This design comes from an exercise in tuning for small area, a short achievable clock period and few clock cycles per item on the open sky130 flow, not from production work.
Where RTL was checked, it was by simulation tests only, not by an equivalence proof against the original.
No functional check of the RTL was part of run 1.
Power is estimated from default activity; no workload was simulated.

==> flow/design.v <==
module qoi_compressor (
    input  wire        rstn,
    input  wire        clk,
    output reg         ctrl_ready,
    input  wire        ctrl_start,
    input  wire [15:0] ctrl_width,
    input  wire [15:0] ctrl_height,
    output reg         i_tready,
    input  wire        i_tvalid,
    input  wire        i_tlast,
    input  wire [ 7:0] i_R, i_G, i_B,
    input  wire        o_tready,
    output reg         o_tvalid,
    output reg         o_tlast,
    output reg  [ 3:0] o_tkeep,
    output reg  [31:0] o_tdata
);
localparam [1:0] K_PIX = 2'd0, K_H0 = 2'd1, K_H1 = 2'd2, K_H2 = 2'd3;
localparam [1:0] S_IDLE = 2'd0, S_H1 = 2'd1, S_H2 = 2'd2, S_PIX = 2'd3;
reg  [ 1:0] state;
reg         first_pend;           
reg         I_v, I_first, I_last;
reg  [ 1:0] I_k;
reg  [23:0] I_px;                 
reg         A_v, A_first, A_last;
reg  [ 1:0] A_k;
reg  [23:0] A_px;
reg  [ 5:0] A_h;
reg  [63:0] A_sel;                  
reg  [ 7:0] A_dR, A_dG, A_dB;
reg         S_v;                  
wire        out_ok = ~S_v;
reg  A_pix;                      
wire A_hold = A_pix & ~A_last;
wire A_lpix = A_pix & A_last;    
wire adv    = out_ok & (I_v | ~A_hold);
wire I_cons = adv & ~A_lpix;
wire I_free = ~I_v | (out_ok & ~A_lpix);         
wire take = i_tvalid & i_tready;
wire inj  = (state == S_H1 || state == S_H2) & I_free;
wire hs   = ctrl_start & ctrl_ready;   
wire [15:0] ww = {ctrl_width[15:1],  ctrl_width[0]  | (ctrl_width  == 16'd0)};
wire [15:0] hh = {ctrl_height[15:1], ctrl_height[0] | (ctrl_height == 16'd0)};
reg  [1:0] state_n;
always @* begin
    state_n = state;
    case (state)
        S_IDLE: if (hs) state_n = S_H1;
        S_H1:   if (I_free) state_n = S_H2;
        S_H2:   if (I_free) state_n = S_PIX;
        default: if (take & i_tlast) state_n = S_IDLE;
    endcase
end
wire I_v_n = take | inj | hs | (I_v & ~I_cons);
wire A_lpix_n = adv ? (I_v & ~A_lpix & (I_k == K_PIX) & I_last) : A_lpix;
wire        W_v;
wire        W_last;
wire [ 3:0] W_keep;
wire [31:0] W_data;
wire push  = adv & W_v;
wire o_cons = o_tvalid & o_tready;
wire S_v_n = S_v ? ~o_tready : (o_tvalid & ~o_tready & push);
always @(posedge clk or negedge rstn)
    if (~rstn) begin
        state      <= S_IDLE;
        ctrl_ready <= 1'b0;
        i_tready   <= 1'b0;
        I_v        <= 1'b0;
        S_v        <= 1'b0;
    end else begin
        state      <= state_n;
        ctrl_ready <= ctrl_ready_n;
        i_tready   <= i_tready_n;
        I_v        <= I_v_n;
        S_v        <= S_v_n;
    end
wire ctrl_ready_n = (state_n == S_IDLE) & (~I_v_n | (~S_v_n & ~A_lpix_n));
wire i_tready_n   = (state_n == S_PIX) & (~I_v_n | ~S_v_n);
reg  I_ldp, I_ldh;
always @(posedge clk) begin
    I_ldp <= i_tready_n;
    I_ldh <= ctrl_ready_n;
end
always @(posedge clk) begin
    if (inj) first_pend <= 1'b1;
    else if (take) first_pend <= 1'b0;
end
reg  [5:0] I_hs, I_hc;
wire [5:0] o1 = i_R[5:0], o2 = {i_R[4:0], 1'b0}, o3 = i_G[5:0];
wire [5:0] o4 = {i_G[3:0], 2'b0}, o5 = {i_B[2:0], 3'b0}, o6 = ~i_B[5:0];
wire [5:0] s1 = o1 ^ o2 ^ o3, c1 = {(o1[4:0] & o2[4:0]) | (o1[4:0] & o3[4:0]) | (o2[4:0] & o3[4:0]), 1'b0};
wire [5:0] s2 = o4 ^ o5 ^ o6, c2 = {(o4[4:0] & o5[4:0]) | (o4[4:0] & o6[4:0]) | (o5[4:0] & o6[4:0]), 1'b0};
wire [5:0] s3 = s1 ^ c1 ^ s2, c3 = {(s1[4:0] & c1[4:0]) | (s1[4:0] & s2[4:0]) | (c1[4:0] & s2[4:0]), 1'b0};
wire [5:0] s4 = s3 ^ c3 ^ c2, c4 = {(s3[4:0] & c3[4:0]) | (s3[4:0] & c2[4:0]) | (c3[4:0] & c2[4:0]), 1'b0};
always @(posedge clk)
    if (I_ldp) begin
        I_hs <= s4;
        I_hc <= c4;
    end
reg  [7:0] I_hh;
always @(posedge clk)
    if (I_ldh) I_hh <= hh[15:8];
always @(posedge clk)
    if (I_ldp) begin
        I_k     <= K_PIX;
        I_first <= first_pend;
        I_last  <= i_tlast;
        I_px    <= {i_R, i_G, i_B};
    end else if (I_ldh) begin
        I_k     <= K_H0;
        I_px    <= {hh[7:0], ww};
    end else if (inj) begin
        if (state == S_H1) I_k <= K_H1;
        else begin
            I_k  <= K_H2;
            I_px <= {8'hxx, I_hh, I_px[23:16]};
        end
    end
wire [7:0] iR = I_px[23:16], iG = I_px[15:8], iB = I_px[7:0];
wire [5:0] hash = I_hs + I_hc + 6'd54;
always @(posedge clk or negedge rstn)
    if (~rstn) begin
        A_v   <= 1'b0;
        A_pix <= 1'b0;
    end else if (adv) begin
        A_v   <= I_v & ~A_lpix;
        A_pix <= I_v & ~A_lpix & (I_k == K_PIX);
    end
always @(posedge clk)
    if (adv) begin
        A_k     <= I_k;
        A_first <= I_first;
        A_last  <= I_last;
        A_px    <= I_px;
        A_h     <= hash;
        A_sel   <= 64'd1 << hash;
        A_dR    <= iR - A_px[23:16];
        A_dG    <= iG - A_px[15: 8];
        A_dB    <= iB - A_px[ 7: 0];
    end
wire A_same = ~|{A_dR, A_dG, A_dB};
reg  [17:0] tab_d [0:63];
reg  [63:0] tab_v;
wire        A_clr = A_v & (A_k == K_H0);
wire [17:0] A_key = {A_px[23:22], A_px[15:0]};
genvar gi;
generate
    for (gi = 0; gi < 64; gi = gi + 1) begin : g_tab
        always @(posedge clk) begin
            if (adv & A_pix & A_sel[gi]) tab_d[gi] <= A_key;
            if (adv & A_clr) tab_v[gi] <= 1'b0;
            else if (adv & A_pix & A_sel[gi]) tab_v[gi] <= 1'b1;
        end
    end
endgenerate
reg  [18:0] rd0, rd1, rd2, rd3;
integer ri;
always @* begin
    rd0 = 19'd0;
    rd1 = 19'd0;
    rd2 = 19'd0;
    rd3 = 19'd0;
    for (ri = 0; ri < 16; ri = ri + 1) begin
        rd0 = rd0 | ({19{A_sel[ri]}}      & {tab_v[ri],      tab_d[ri]});
        rd1 = rd1 | ({19{A_sel[ri + 16]}} & {tab_v[ri + 16], tab_d[ri + 16]});
        rd2 = rd2 | ({19{A_sel[ri + 32]}} & {tab_v[ri + 32], tab_d[ri + 32]});
        rd3 = rd3 | ({19{A_sel[ri + 48]}} & {tab_v[ri + 48], tab_d[ri + 48]});
    end
end
reg         B_v, B_first, B_last, B_run;
reg  [ 1:0] B_k;
reg  [23:0] B_px;
reg  [ 5:0] B_h, B_q;             
reg  [18:0] B_rd0, B_rd1, B_rd2, B_rd3;
reg         B_diff, B_luma;
reg  [ 5:0] B_dcode;
reg  [13:0] B_lcode;
wire A_run = A_pix & A_same & ~A_first & ~(B_run & (B_q == 6'd61));
function eq5;    
    input [4:0] a, b, k;
    reg   [4:0] c;
    begin
        c = {(a[3:0] & b[3:0]) | ((a[3:0] | b[3:0]) & ~k[3:0]), 1'b0};
        eq5 = ((a ^ b ^ k) == c);
    end
endfunction
function small8;    
    input [7:0] a, g;
    reg   [3:0] lo;
    begin
        lo = {1'b0, a[2:0]} + {1'b0, ~g[2:0]} + 4'd1;
        small8 = lo[3] ? (eq5(a[7:3], ~g[7:3], 5'd31) | eq5(a[7:3], ~g[7:3], 5'd30))
                       : (eq5(a[7:3], ~g[7:3], 5'd0)  | eq5(a[7:3], ~g[7:3], 5'd31));
    end
endfunction
wire [3:0] xR = A_dR[3:0] - A_dG[3:0], xB = A_dB[3:0] - A_dG[3:0];
wire diff_ok = (&A_dR[7:1] | ~|A_dR[7:1]) & (&A_dG[7:1] | ~|A_dG[7:1]) & (&A_dB[7:1] | ~|A_dB[7:1]);
wire luma_ok = (&A_dG[7:5] | ~|A_dG[7:5]) & small8(A_dR, A_dG) & small8(A_dB, A_dG);
always @(posedge clk or negedge rstn)
    if (~rstn) B_v <= 1'b0;
    else if (adv) B_v <= A_v;
always @(posedge clk)
    if (adv) begin
        B_k     <= A_k;
        B_first <= A_first;
        B_last  <= A_last;
        B_px    <= A_px;
        B_h     <= A_h;
        B_rd0   <= rd0;
        B_rd1   <= rd1;
        B_rd2   <= rd2;
        B_rd3   <= rd3;
        B_run   <= A_run;
        B_q     <= B_run ? B_q + 6'd1 : 6'd0;
        B_diff  <= diff_ok;
        B_dcode <= {~A_dR[1], A_dR[0], ~A_dG[1], A_dG[0], ~A_dB[1], A_dB[0]};    
        B_luma  <= luma_ok;
        B_lcode <= {~xR[3], xR[2:0], ~xB[3], xB[2:0], ~A_dG[5], A_dG[4:0]};       
    end
reg         C_v, C_last, C_h2;
reg  [ 2:0] C_n;
reg  [31:0] C_bytes;
wire B_pix   = B_v & (B_k == K_PIX);
wire B_m0 = B_rd0[18] & (B_rd0[17:0] == {B_px[23:22], B_px[15:0]});
wire B_m1 = B_rd1[18] & (B_rd1[17:0] == {B_px[23:22], B_px[15:0]});
wire B_m2 = B_rd2[18] & (B_rd2[17:0] == {B_px[23:22], B_px[15:0]});
wire B_m3 = B_rd3[18] & (B_rd3[17:0] == {B_px[23:22], B_px[15:0]});
wire B_match = B_h[5] ? (B_h[4] ? B_m3 : B_m2) : (B_h[4] ? B_m1 : B_m0);
always @(posedge clk or negedge rstn)
    if (~rstn) C_v <= 1'b0;
    else if (adv) C_v <= B_v;
always @(posedge clk)
    if (adv) begin
        C_last <= B_pix & B_last;
        C_h2   <= B_v & (B_k == K_H2);
        if (~B_v) begin
            C_n     <= 3'd0;
            C_bytes <= 32'hx;
        end else if (B_pix & B_run) begin
            C_n     <= (A_run & ~B_last) ? 3'd0 : 3'd1;
            C_bytes <= {24'hx, 2'b11, B_q};
        end else if (B_pix & ~B_first & B_match) begin
            C_n     <= 3'd1;
            C_bytes <= {24'hx, 2'b00, B_h};
        end else if (B_pix & ~B_first & B_diff) begin
            C_n     <= 3'd1;
            C_bytes <= {24'hx, 2'b01, B_dcode};
        end else if (B_pix & ~B_first & B_luma) begin
            C_n     <= 3'd2;
            C_bytes <= {16'hx, B_lcode[13:6], 2'b10, B_lcode[5:0]};
        end else begin
            C_n     <= 3'd4;
            C_bytes <= (B_k == K_H0)  ? 32'h66_69_6F_71 :                           
                       (B_k == K_PIX) ? {B_px[7:0], B_px[15:8], B_px[23:16], 8'hFE} :
                                        {B_px[7:0], B_px[15:8], 16'h0};              
        end
    end
reg  [ 1:0] P_cnt;
reg  [23:0] P_rem;
reg         P_flush;
wire [ 3:0] tot = {2'b0, P_cnt} + {1'b0, C_n};
reg  [55:0] merged;
always @*
    case (P_cnt)
        2'd0: merged = {24'hx, C_bytes};
        2'd1: merged = {16'hx, C_bytes, P_rem[7:0]};
        2'd2: merged = { 8'hx, C_bytes, P_rem[15:0]};
        default: merged = {C_bytes, P_rem};
    endcase
wire cv = C_v;
assign W_v    = P_flush | (cv & (tot[2] | C_last));
assign W_last = P_flush | (C_last & ~tot[3] & ~(tot[2] & |tot[1:0]));
wire [2:0] kcnt = P_flush ? {1'b0, P_cnt} : (C_last & ~tot[2]) ? tot[2:0] : 3'd4;
assign W_keep = (kcnt == 3'd1) ? 4'b0001 : (kcnt == 3'd2) ? 4'b0011 : (kcnt == 3'd3) ? 4'b0111 : 4'b1111;
assign W_data = P_flush ? {8'hx, P_rem} : merged[31:0];
always @(posedge clk or negedge rstn)
    if (~rstn) begin
        P_cnt   <= 2'd0;
        P_flush <= 1'b0;
    end else if (adv) begin
        if (P_flush) begin
            P_cnt   <= 2'd0;
            P_flush <= 1'b0;
        end else if (cv & C_h2) begin
            P_cnt   <= 2'd2;
        end else if (cv & C_last) begin
            P_cnt   <= (tot > 4'd4) ? tot[1:0] : 2'd0;
            P_flush <= (tot > 4'd4);
        end else if (cv) begin
            P_cnt   <= tot[1:0];
        end
    end
always @(posedge clk)
    if (adv & ~P_flush & cv) begin
        if (C_h2)        P_rem <= 24'h00_03;         
        else if (tot[2]) P_rem <= merged[55:32];
        else             P_rem <= merged[23:0];
    end
reg        S_last;
reg [ 3:0] S_keep;
reg [31:0] S_data;
always @(posedge clk or negedge rstn)
    if (~rstn) o_tvalid <= 1'b0;
    else if (~o_tvalid | o_tready) o_tvalid <= S_v | push;
always @(posedge clk) begin
    if (~o_tvalid | o_tready) begin
        if (S_v) begin
            o_tlast <= S_last; o_tkeep <= S_keep; o_tdata <= S_data;
        end else begin
            o_tlast <= W_last; o_tkeep <= W_keep; o_tdata <= W_data;
        end
    end
    if (~S_v) begin
        S_last <= W_last; S_keep <= W_keep; S_data <= W_data;
    end
end
endmodule
==> flow/run.sh <==
#!/bin/bash
# synth_recipe.tcl (not shown) runs the flow's synth.tcl, then flattens the netlist and writes it again
# the make line also repeats each setting of config.mk as NAME=value (left out here)
make -C /OpenROAD-flow-scripts/flow DESIGN_CONFIG=/design/flow/config.mk WORK_HOME=/design/flow/orfs CLKGATE_MAP_FILE= SYNTH_SCRIPT=/design/flow/synth_recipe.tcl finish
==> flow/config.mk <==
export PLATFORM = sky130hd
export DESIGN_NAME = qoi_compressor
export DESIGN_NICKNAME = qoi_compressor
export VERILOG_FILES = /design/flow/design.v
export SDC_FILE = /design/flow/constraint.sdc
export NUM_CORES = 4
export LEC_CHECK = 0
export CAP_MARGIN = 20
export CORE_MARGIN = 2
export CORE_UTILIZATION = 40
export SETUP_SLACK_MARGIN = 2.6
export SLEW_MARGIN = 20
==> flow/constraint.sdc <==
create_clock -name core_clock -period 5.0 [get_ports {clk}]
set_input_delay 1.0000 -clock core_clock [delete_from_list [all_inputs] [get_ports {clk}]]
set_output_delay 1.0000 -clock core_clock [all_outputs]
set_load 0.01 [all_outputs]
==> impl_metrics.py, run 1 <==
metrics = {
    "drt": {
        "wl_per_cell_um": 28.3,
        "via_per_inst": 5.87,
        "num_vias": 37300,
        "drc": 0,
        "dr.pass1.iters": 5,
        "initialDrtViolationCount": 4687,
        "routed_wl_um": 180000,
        "antenna_left": 0,
    },
    "sta": {
        "hold_viol_final": 0,
        "maxSlewViolCount": 0,
        "relSlewSlack": 0.262,
        "tightest_slew_ns": 1.11,
        "rsz0062_at_grt": "true",
        "fin_crit_ns": 2.65,
        "max_freq_mhz": 378,
        "period_share": 0.529,
        "fin_ws_ns": 2.35,
        "whs_ns": 0.420,
        "finalSetupTns_ns": 0,
        "setup_viol": 0,
        "finClkSkew_ns": 0.0321,
    },
    "finish": {
        "drive_gt1_frac": 0.174,
        "syn_to_final_growth_pct": 17.9,
        "nets": 4287,
    },
    "critical_path": {
        "cp.required_ns": 5.52,
        "slowest_stage": "edfxtp_1",
        "r2r_start": "B_px[7]$_DFFE_PP_",
        "start_kind": "register",
        "crit_arrival_ns": 3.16,
        "r2r-end": "C_bytes[27]$_DFFE_PP_",
        "critPathMaxFanout": 7,
        "rr_worst_depth": 8,
        "end_kind": "register",
        "path_class": "register to register",
        "critical-path-max-stage-delay_ns": 0.40,
        "cp_cell_sequence": "buf_4 > xor2_1 > nor4_1 > nand4_1 > o221ai_4 > o211ai_4 > nand3_4 > nor4_2",
        "reg2reg_slack_ns": 2.35,
    },
    "yosys": {
        "synth_nets": 3977,
        "yosysUniqueCellTypes": 65,
        "yosysSeqAreaShare": 0.771,
        "syn_area_per_cell_um2": 16.6,
        "async_flop_share": 0.00836,
        "synthFlopType": "edfxtp_1",
        "synth_area_um2": 63700,
        "synth_edf_count": 1554,
        "yosys_warnings": 2,
        "synth_seq_cells": 1674,
        "netlist_instances": 3834,
    },
    "cts": {
        "cts_buffers": 167,
        "worstSkewPairLatency_ns": 0.80,
        "cts_hold_buf": 0,
        "cts.sinks": 1674,
        "clock_path_buffers": 3,
        "cts_root_buf": "clkbuf_16",
        "cts_tree": "built",
        "cts_max_level": 4,
        "path_clk_slew_ns": 0.06,
    },
    "floorplanning": {
        "die_x_um": 403,
        "coreArea_um2": 158000,
        "design.die.area_um2": 163000,
        "die_h_um": 403,
        "initial_core_util": 0.402,
        "pin_count": 102,
        "std_cell_rows": 146,
    },
    "pwr": {
        "peakVddDrop_v": 0.000441,
        "power.density_nw_per_um2": 687,
        "leakagePower_nw": 25.7,
    },
    "placed_design": {
        "place.gp.congestion": 0.831,
        "place_ws_ns": 1.49,
        "io_buffers": 101,
        "dp_hpwl_um": 102000,
    },
    "flow_run": {
        "timing.max_cap.violations": 0,
    },
    "global_route": {
        "grt_pass1_wl_um": 257000,
        "antenna_found_initial": 10,
        "grt_pass1_vias": 36100,
        "grt_use_total": 0.217,
        "gr-total-overflow": 0,
        "grt_max_degree": 79,
    },
    "hold_path": {
        "hold_depth": 0,
        "hold_class": "register to register",
        "hold_end": "B_h[4]$_DFFE_PP_",
        "hold_path.startpoint": "A_h[4]$_DFFE_PP_",
    },
    "status": {
        "status": "no timing/DRC/antenna violations",
    },
}
-- cell usage after synthesis (all sizes together), types with 10 or more instances --
library cell | number | area, um^2
xnor2 | 47 | 412
nand4 | 84 | 526
a21o | 10 | 75.1
edfxtp | 1554 | 46700
a31oi | 10 | 62.6
mux2 | 24 | 270
nor4 | 34 | 243
dfrtp | 14 | 350
clkbuf | 192 | 721
ha | 62 | 776
a22o | 313 | 2740
o21ai | 82 | 410
nor2b | 17 | 106
mux2i | 54 | 541
inv | 104 | 390
and3 | 67 | 419
nand2b | 10 | 62.6
a21oi | 69 | 345
nor2 | 298 | 1120
nand2 | 121 | 454
fa | 19 | 380
a221oi | 314 | 2750
xor2 | 85 | 744
nor3 | 16 | 90.1
dfxtp | 106 | 2120
nand3 | 33 | 178
buf | 34 | 248
-- cells by family (layout without fill, tap and decap cells) --
group           count (synthesis)  in the layout  share of synthesized area
compound gates                835            836                      0.105
other cells                     0              3                          0
simple gates                  704            708                     0.0531
flops                        1674           1674                      0.771
xor+xnor                      132            132                     0.0181
fa+ha+maj                      81             81                     0.0181
mux                            78             78                     0.0127
buf+inv                       330            769                     0.0213
-- worst max-delay path: cells and delay by family, from the launching register on --
| family | cells | cell delay, ns |
|---|---|---|
| AO/OA/AOI/OAI | 2 | 0.62 |
| flip-flops | 1 | 0.40 |
| AND/OR/NAND/NOR | 4 | 0.98 |
| buffers and inverters | 1 | 0.19 |
| XOR/XNOR | 1 | 0.16 |
-- sequential cells by signal (all words and copies together) (netlist names), 24 cells and up --
register and flops:
C_bytes 32, P_rem 24, I_px 24, S_data 32, tab_v 64, A_sel 64
tab_d 1152, A_px 24, o_tdata 32, B_px 24
-- repair_timing --
action | CTS | global route
cloned | 13 | 3
pin swaps | 58 | 29
endpoints found under the setup margin | 1598 | 502
buffers inserted | 91 | 31
resized for setup | 380 | 98
-- where the power goes --
group          internal (mW)  total (mW)  switching [mW]
Clock                   7.21        12.5            5.29
Combinational           5.32        16.2            10.8
Sequential              21.2        23.0            1.74
-- layout by cell type, fill, tap and decap left out, types with 11 or more instances in the layout --
cell type,n
nor2_2,19
xnor2_1,44
nor2_1,274
a221oi_1,310
clkbuf_1,43
clkbuf_8,13
nor3_1,13
ha_1,57
nand3_1,26
buf_2,40
clkinv_1,21
buf_8,11
mux2i_1,54
clkdlybuf4s50_1,49
buf_12,24
o21ai_0,73
buf_4,177
nor2b_1,14
a22o_1,313
and3_4,54
nand4_1,84
fa_1,14
nand2_1,112
a21oi_1,61
clkinv_2,25
nor4_1,23
buf_6,34
edfxtp_1,1554
xor2_1,82
bufinv_16,13
dfxtp_1,105
clkbuf_16,174
inv_1,96
mux2_2,24
-- worst max-delay path by stage --
stage                        from  cells past startpoint                    end
2_1_floorplan              i_B[4]                      4      I_hs[4]$_DFFE_PP_
4_1_cts        B_px[12]$_DFFE_PP_                      8   C_bytes[3]$_DFFE_PP_
6_report        B_px[7]$_DFFE_PP_                      8  C_bytes[27]$_DFFE_PP_
5_1_grt        B_px[12]$_DFFE_PP_                      8   C_bytes[3]$_DFFE_PP_
3_3_place_gp               i_B[0]                      6      I_hs[3]$_DFFE_PP_
3_5_place_dp               i_B[0]                      6      I_hs[3]$_DFFE_PP_
-- stage by stage --
stage	utilization	power, mW	instances	cell area [um^2]
after floorplan	-	31.1	3834	63900
after global placement	0.426	37.1	5907	67400
after detailed placement	0.426	37.4	5909	67500
after CTS	0.470	51.1	6316	74500
after global routing	0.474	53.7	6351	75200
final	0.475	51.6	6353	75200
-- cell type report --
cell class	instances	area, um^2
antenna	3	7.51
clock buffer	228	4670
clock inverter	75	746
fill	13200	83200
inverter	104	424
multi-input combinational	1835	14100
sequential	1674	49100
tap	2072	2590
timing repair buffer	356	3380
timing repair inverter	6	83.8
-- per-layer routing --
metal | wire (um) | global-route usage | vias to the layer above | part of all wire
li1 | - | - | 16000 | -
met3 | 15900 | 0.0424 | 296 | 0.088
met1 | 74300 | 0.303 | 19100 | 0.41
met2 | 84500 | 0.344 | 1876 | 0.47
met5 | 36 | 0 | - | 0.00020
met4 | 5090 | 0.0703 | 6 | 0.028
==> run 2, diff against run 1 <==
--- a/flow/design.v
+++ b/flow/design.v
@@ -58,7 +58,6 @@
 wire [ 3:0] W_keep;
 wire [31:0] W_data;
 wire push  = adv & W_v;
-wire o_cons = o_tvalid & o_tready;
 wire S_v_n = S_v ? ~o_tready : (o_tvalid & ~o_tready & push);
 always @(posedge clk or negedge rstn)
     if (~rstn) begin
@@ -113,7 +112,7 @@
         if (state == S_H1) I_k <= K_H1;
         else begin
             I_k  <= K_H2;
-            I_px <= {8'hxx, I_hh, I_px[23:16]};
+            I_px <= {8'h00, I_hh, I_px[23:16]};
         end
     end
 wire [7:0] iR = I_px[23:16], iG = I_px[15:8], iB = I_px[7:0];
@@ -153,25 +152,21 @@
         end
     end
 endgenerate
-reg  [18:0] rd0, rd1, rd2, rd3;
+reg  [18:0] rd0, rd1;
 integer ri;
 always @* begin
     rd0 = 19'd0;
     rd1 = 19'd0;
-    rd2 = 19'd0;
-    rd3 = 19'd0;
-    for (ri = 0; ri < 16; ri = ri + 1) begin
+    for (ri = 0; ri < 32; ri = ri + 1) begin
         rd0 = rd0 | ({19{A_sel[ri]}}      & {tab_v[ri],      tab_d[ri]});
-        rd1 = rd1 | ({19{A_sel[ri + 16]}} & {tab_v[ri + 16], tab_d[ri + 16]});
-        rd2 = rd2 | ({19{A_sel[ri + 32]}} & {tab_v[ri + 32], tab_d[ri + 32]});
-        rd3 = rd3 | ({19{A_sel[ri + 48]}} & {tab_v[ri + 48], tab_d[ri + 48]});
+        rd1 = rd1 | ({19{A_sel[ri + 32]}} & {tab_v[ri + 32], tab_d[ri + 32]});
     end
 end
 reg         B_v, B_first, B_last, B_run;
 reg  [ 1:0] B_k;
 reg  [23:0] B_px;
 reg  [ 5:0] B_h, B_q;             
-reg  [18:0] B_rd0, B_rd1, B_rd2, B_rd3;
+reg  [18:0] B_rd0, B_rd1;
 reg         B_diff, B_luma;
 reg  [ 5:0] B_dcode;
 reg  [13:0] B_lcode;
@@ -208,8 +203,6 @@
         B_h     <= A_h;
         B_rd0   <= rd0;
         B_rd1   <= rd1;
-        B_rd2   <= rd2;
-        B_rd3   <= rd3;
         B_run   <= A_run;
         B_q     <= B_run ? B_q + 6'd1 : 6'd0;
         B_diff  <= diff_ok;
@@ -223,9 +216,7 @@
 wire B_pix   = B_v & (B_k == K_PIX);
 wire B_m0 = B_rd0[18] & (B_rd0[17:0] == {B_px[23:22], B_px[15:0]});
 wire B_m1 = B_rd1[18] & (B_rd1[17:0] == {B_px[23:22], B_px[15:0]});
-wire B_m2 = B_rd2[18] & (B_rd2[17:0] == {B_px[23:22], B_px[15:0]});
-wire B_m3 = B_rd3[18] & (B_rd3[17:0] == {B_px[23:22], B_px[15:0]});
-wire B_match = B_h[5] ? (B_h[4] ? B_m3 : B_m2) : (B_h[4] ? B_m1 : B_m0);
+wire B_match = B_h[5] ? B_m1 : B_m0;
 always @(posedge clk or negedge rstn)
     if (~rstn) C_v <= 1'b0;
     else if (adv) C_v <= B_v;
@@ -235,19 +226,19 @@
         C_h2   <= B_v & (B_k == K_H2);
         if (~B_v) begin
             C_n     <= 3'd0;
-            C_bytes <= 32'hx;
+            C_bytes <= 32'h0;
         end else if (B_pix & B_run) begin
             C_n     <= (A_run & ~B_last) ? 3'd0 : 3'd1;
-            C_bytes <= {24'hx, 2'b11, B_q};
+            C_bytes <= {24'h0, 2'b11, B_q};
         end else if (B_pix & ~B_first & B_match) begin
             C_n     <= 3'd1;
-            C_bytes <= {24'hx, 2'b00, B_h};
+            C_bytes <= {24'h0, 2'b00, B_h};
         end else if (B_pix & ~B_first & B_diff) begin
             C_n     <= 3'd1;
-            C_bytes <= {24'hx, 2'b01, B_dcode};
+            C_bytes <= {24'h0, 2'b01, B_dcode};
         end else if (B_pix & ~B_first & B_luma) begin
             C_n     <= 3'd2;
-            C_bytes <= {16'hx, B_lcode[13:6], 2'b10, B_lcode[5:0]};
+            C_bytes <= {16'h0, B_lcode[13:6], 2'b10, B_lcode[5:0]};
         end else begin
             C_n     <= 3'd4;
             C_bytes <= (B_k == K_H0)  ? 32'h66_69_6F_71 :                           
@@ -262,9 +253,9 @@
 reg  [55:0] merged;
 always @*
     case (P_cnt)
-        2'd0: merged = {24'hx, C_bytes};
-        2'd1: merged = {16'hx, C_bytes, P_rem[7:0]};
-        2'd2: merged = { 8'hx, C_bytes, P_rem[15:0]};
+        2'd0: merged = {24'h0, C_bytes};
+        2'd1: merged = {16'h0, C_bytes, P_rem[7:0]};
+        2'd2: merged = { 8'h0, C_bytes, P_rem[15:0]};
         default: merged = {C_bytes, P_rem};
     endcase
 wire cv = C_v;
@@ -272,7 +263,7 @@
 assign W_last = P_flush | (C_last & ~tot[3] & ~(tot[2] & |tot[1:0]));
 wire [2:0] kcnt = P_flush ? {1'b0, P_cnt} : (C_last & ~tot[2]) ? tot[2:0] : 3'd4;
 assign W_keep = (kcnt == 3'd1) ? 4'b0001 : (kcnt == 3'd2) ? 4'b0011 : (kcnt == 3'd3) ? 4'b0111 : 4'b1111;
-assign W_data = P_flush ? {8'hx, P_rem} : merged[31:0];
+assign W_data = P_flush ? {8'h0, P_rem} : merged[31:0];
 always @(posedge clk or negedge rstn)
     if (~rstn) begin
         P_cnt   <= 2'd0;
--- a/flow/config.mk
+++ b/flow/config.mk
@@ -8,5 +8,7 @@
 export CAP_MARGIN = 20
 export CORE_MARGIN = 2
 export CORE_UTILIZATION = 40
-export SETUP_SLACK_MARGIN = 2.6
+export CTS_CLUSTER_DIAMETER = 70
+export CTS_CLUSTER_SIZE = 16
+export SETUP_SLACK_MARGIN = 2.7
 export SLEW_MARGIN = 20
==> run 2 against run 1 <==
Still clean. Core utilization shrank 0.58 points. Maximum frequency grew 12%. Area after synthesis shrank 2.4%. Final cell count shrank 1.3%. Critical path type is now register to output port. Critical endpoint is now o_tdata[18]. Highest routed layer is now met4.
==> impl_metrics.py, run 2 <==
metrics = {
    "yosys": {
        "synth_nets": 3994,
        "yosysTopAreaCellShare": 0.732,
        "synth_area_leaders": "edfxtp_1, a22oi_1, dfxtp_1",
        "synth_area_um2": 62200,
        "yosysSeqAreaShare": 0.772,
        "ys_top_cells_by_count": "edfxtp_1, a22oi_1, nor2_1, clkbuf_1, nand2_1",
        "yosys_warnings": 2,
        "netlist_instances": 3851,
        "synth_edf_count": 1516,
        "synth_seq_cells": 1636,
        "synth.most_common_cell": "edfxtp_1",
        "synth_top_area_cell": "edfxtp_1",
        "syn_area_per_cell_um2": 16.1,
        "yosysUniqueCellTypes": 72,
        "async_flop_share": 0.00856,
        "synthFlopType": "edfxtp_1",
    },
    "drt": {
        "dr.pass1.iters": 6,
        "wl_per_cell_um": 31.4,
        "via_per_inst": 6.06,
        "antenna_left": 0,
        "num_vias": 38000,
        "drc": 0,
        "initialDrtViolationCount": 5329,
        "routed_wl_um": 197000,
    },
    "flow_run": {
        "timing.max_cap.violations": 0,
    },
    "pwr": {
        "clock_power_share": 0.177,
        "p_comb_frac": 0.386,
        "leakagePower_nw": 24.3,
        "total_power_mw": 51.6,
        "p_int_mw": 31.5,
        "peakVddDrop_v": 0.000372,
        "netSwitchingPower_mw": 20.1,
        "power_frac_seq": 0.437,
        "power.density_nw_per_um2": 714,
        "swShare": 0.390,
    },
    "global_route": {
        "antenna_found_initial": 5,
        "grt_pass1_vias": 36100,
        "grt_max_degree": 69,
        "grt_pass1_wl_um": 274000,
        "gr-total-overflow": 0,
        "grt_use_total": 0.243,
    },
    "critical_path": {
        "cp_num_buf_inv": 1,
        "rr_worst_depth": 8,
        "r2r_start": "I_hs[1]$_DFFE_PP_",
        "critPathTopFamily": "flip-flops",
        "startpoint": "o_tdata[18]$_DFFE_PP_",
        "critical-path-max-stage-delay_ns": 0.43,
        "crit_arrival_ns": 1.36,
        "end_kind": "output port",
        "cp_cell_sequence": "buf_6",
        "critPathMaxFanout": 1,
        "cp.required_ns": 4.00,
        "path_depth": 1,
        "start_kind": "register",
        "slowest_stage": "edfxtp_1",
        "path_class": "register to output port",
    },
    "cts": {
        "path_clk_slew_ns": 0.07,
        "clock_path_buffers": 3,
        "cts_max_level": 3,
        "cts_tree": "built",
        "cts_buffers": 117,
        "cts_hold_buf": 0,
        "worstSkewPairLatency_ns": 0.78,
        "cts.sinks": 1636,
        "cts_root_buf": "clkbuf_16",
    },
    "floorplanning": {
        "initial_core_util": 0.403,
        "die_h_um": 398,
        "design.die.area_um2": 159000,
        "std_cell_rows": 144,
        "coreArea_um2": 154000,
        "die_x_um": 398,
        "pin_count": 102,
    },
    "sta": {
        "setup_viol": 0,
        "hold_viol_final": 0,
        "maxSlewViolCount": 0,
        "rsz0062_at_grt": "true",
        "tightest_slew_ns": 1.01,
        "max_freq_mhz": 423,
        "finalSetupTns_ns": 0,
        "fin_ws_ns": 2.64,
        "period_share": 0.472,
        "relSlewSlack": 0.325,
        "finClkSkew_ns": 0.0696,
        "fin_crit_ns": 2.36,
    },
    "placed_design": {
        "place.gp.congestion": 0.872,
        "dp_hpwl_um": 111000,
        "place_ws_ns": 1.53,
        "io_buffers": 101,
    },
    "finish": {
        "largestRegisters": "tab_d x1152, A_sel x64, tab_v x64",
        "largest-register": "tab_d",
        "final_common_cell": "edfxtp_1",
        "syn_to_final_growth_pct": 16.3,
        "final_cell_mix": "edfxtp_1, a22oi_1, nor2_1",
        "drive_gt1_frac": 0.175,
        "largest_reg_flops": 1152,
        "nets": 4290,
    },
    "hold_path": {
        "hold_path.startpoint": "A_h[0]$_DFFE_PP_",
        "hold_class": "register to register",
        "hold_depth": 0,
    },
    "status": {
        "status": "no timing/DRC/antenna violations",
    },
}
-- run 2: changes by cell type after synthesis, moves of 37 or more --
| cell | change |
|---|---|
| a22oi_1 | +455 |
| a221oi_1 | -230 |
| xor2_1 | -43 |
| or4_1 | +37 |
| edfxtp_1 | -38 |
| nand3_1 | +74 |
| a22o_1 | -230 |
-- run 2: cell type report --
class	instances	area, um^2
repair buffers	373	3520
multi-input cells	1918	14400
clock buffers	179	3190
inverters	101	392
fillers	13200	81900
clock inverters	21	243
flip-flops and latches	1636	48000
diodes	1	2.50
well taps	2044	2560
-- run 2: routing by layer --
metal	routed length, um	track usage
met1	77200	0.336
met5	0	0
met3	22300	0.0564
met2	90700	0.382
met4	6900	0.0770
-- run 2: final timing paths --
path | end | slack, ns
worst max-delay path | o_tdata[18] | 2.64
worst min-delay path | B_h[0]$_DFFE_PP_ | 0.42
worst max register to register | A_sel[8]$_SDFFCE_PP0P_ | 2.64
worst min register to register | B_h[0]$_DFFE_PP_ | 0.42
max in group asynchronous | S_v$_DFF_PN0_ | 3.79
min in group asynchronous | P_cnt[0]$_DFFE_PN0P_ | 0.68
-- run 2: power groups by stage --
| stage | sequential [mW] | combinational (mW) | clock (mW) |
|---|---|---|---|
| floorplan | 22.9 | 8.76 | 0 |
| global placement | 23.2 | 16.4 | 0 |
| detailed placement | 23.3 | 16.7 | 0 |
| CTS | 22.5 | 18.6 | 9.22 |
| global route | 22.8 | 20.9 | 9.69 |
| finish | 22.6 | 19.9 | 9.14 |
-- run 2: repair_timing --
action | 4_1_cts | 5_1_grt
resized for setup | 367 | 170
endpoints found under the setup margin | 1772 | 279
setup buffers | 91 | 49
pin swaps | 25 | 57
cloned | 6 | 1
-- run 2: through the flow --
| stage | utilization | hold slack [ns] | cells | cell area (um^2) |
|---|---|---|---|---|
| finish | 0.469 | 0.424 | 6273 | 72300 |
| global route | 0.469 | 0.432 | 6272 | 72300 |
| CTS | 0.461 | 0.421 | 6222 | 71100 |
| detailed placement | 0.429 | 0.405 | 5925 | 66200 |
| global placement | 0.429 | 0.404 | 5924 | 66100 |
| floorplan | - | 0.400 | 3851 | 62300 |
-- run 2: kinds of logic after synthesis --
logic type	count (synthesis)	share of synthesized area
adders and majority gates	81	0.0186
DFF	1636	0.772
and+or+nand+nor	826	0.0654
buffers and inverters	302	0.0185
AOI/OAI and AO/OA	836	0.0996
muxes	76	0.0127
xor gates and xnor gates	94	0.0132
Testbench counts of run 2, summed over its fixed seeds: cycles 48,927, pixels 48,510.

## static timing again, ports no longer ideal
In the flow no input, the clock included, has a driving cell. The finished layouts below were timed again as built, in two steps. Step 1 assumes that a clkbuf_16 drives the clock port and a buf_2 every other input. Step 2 moves the port delays by t, midway between the first and last clock arrival at a register: inputs arrive t later, outputs are due t later. That takes back most of the time a late clock gives input paths. Three values: no drivers, after step 1, after step 2; two values: the first two.
run	t (ns)	slack for setup (ns)	hold WS [ns]	slew at the worst register clock pin (ns)	worst data-port slew with drivers (ns)
run 1	0.869	2.353 / 2.353 / 1.759	0.420 / 0.420 / 0.420	0.07 / 0.07	0.18
run 2	0.829	2.638 / 2.554 / 1.941	0.424 / 0.424 / 0.424	0.08 / 0.08	0.06
After both steps setup and hold are still met in every run listed. The setup slack of run 2, which loses most, moves by -0.084 ns with the drivers and by -0.697 ns with both steps.
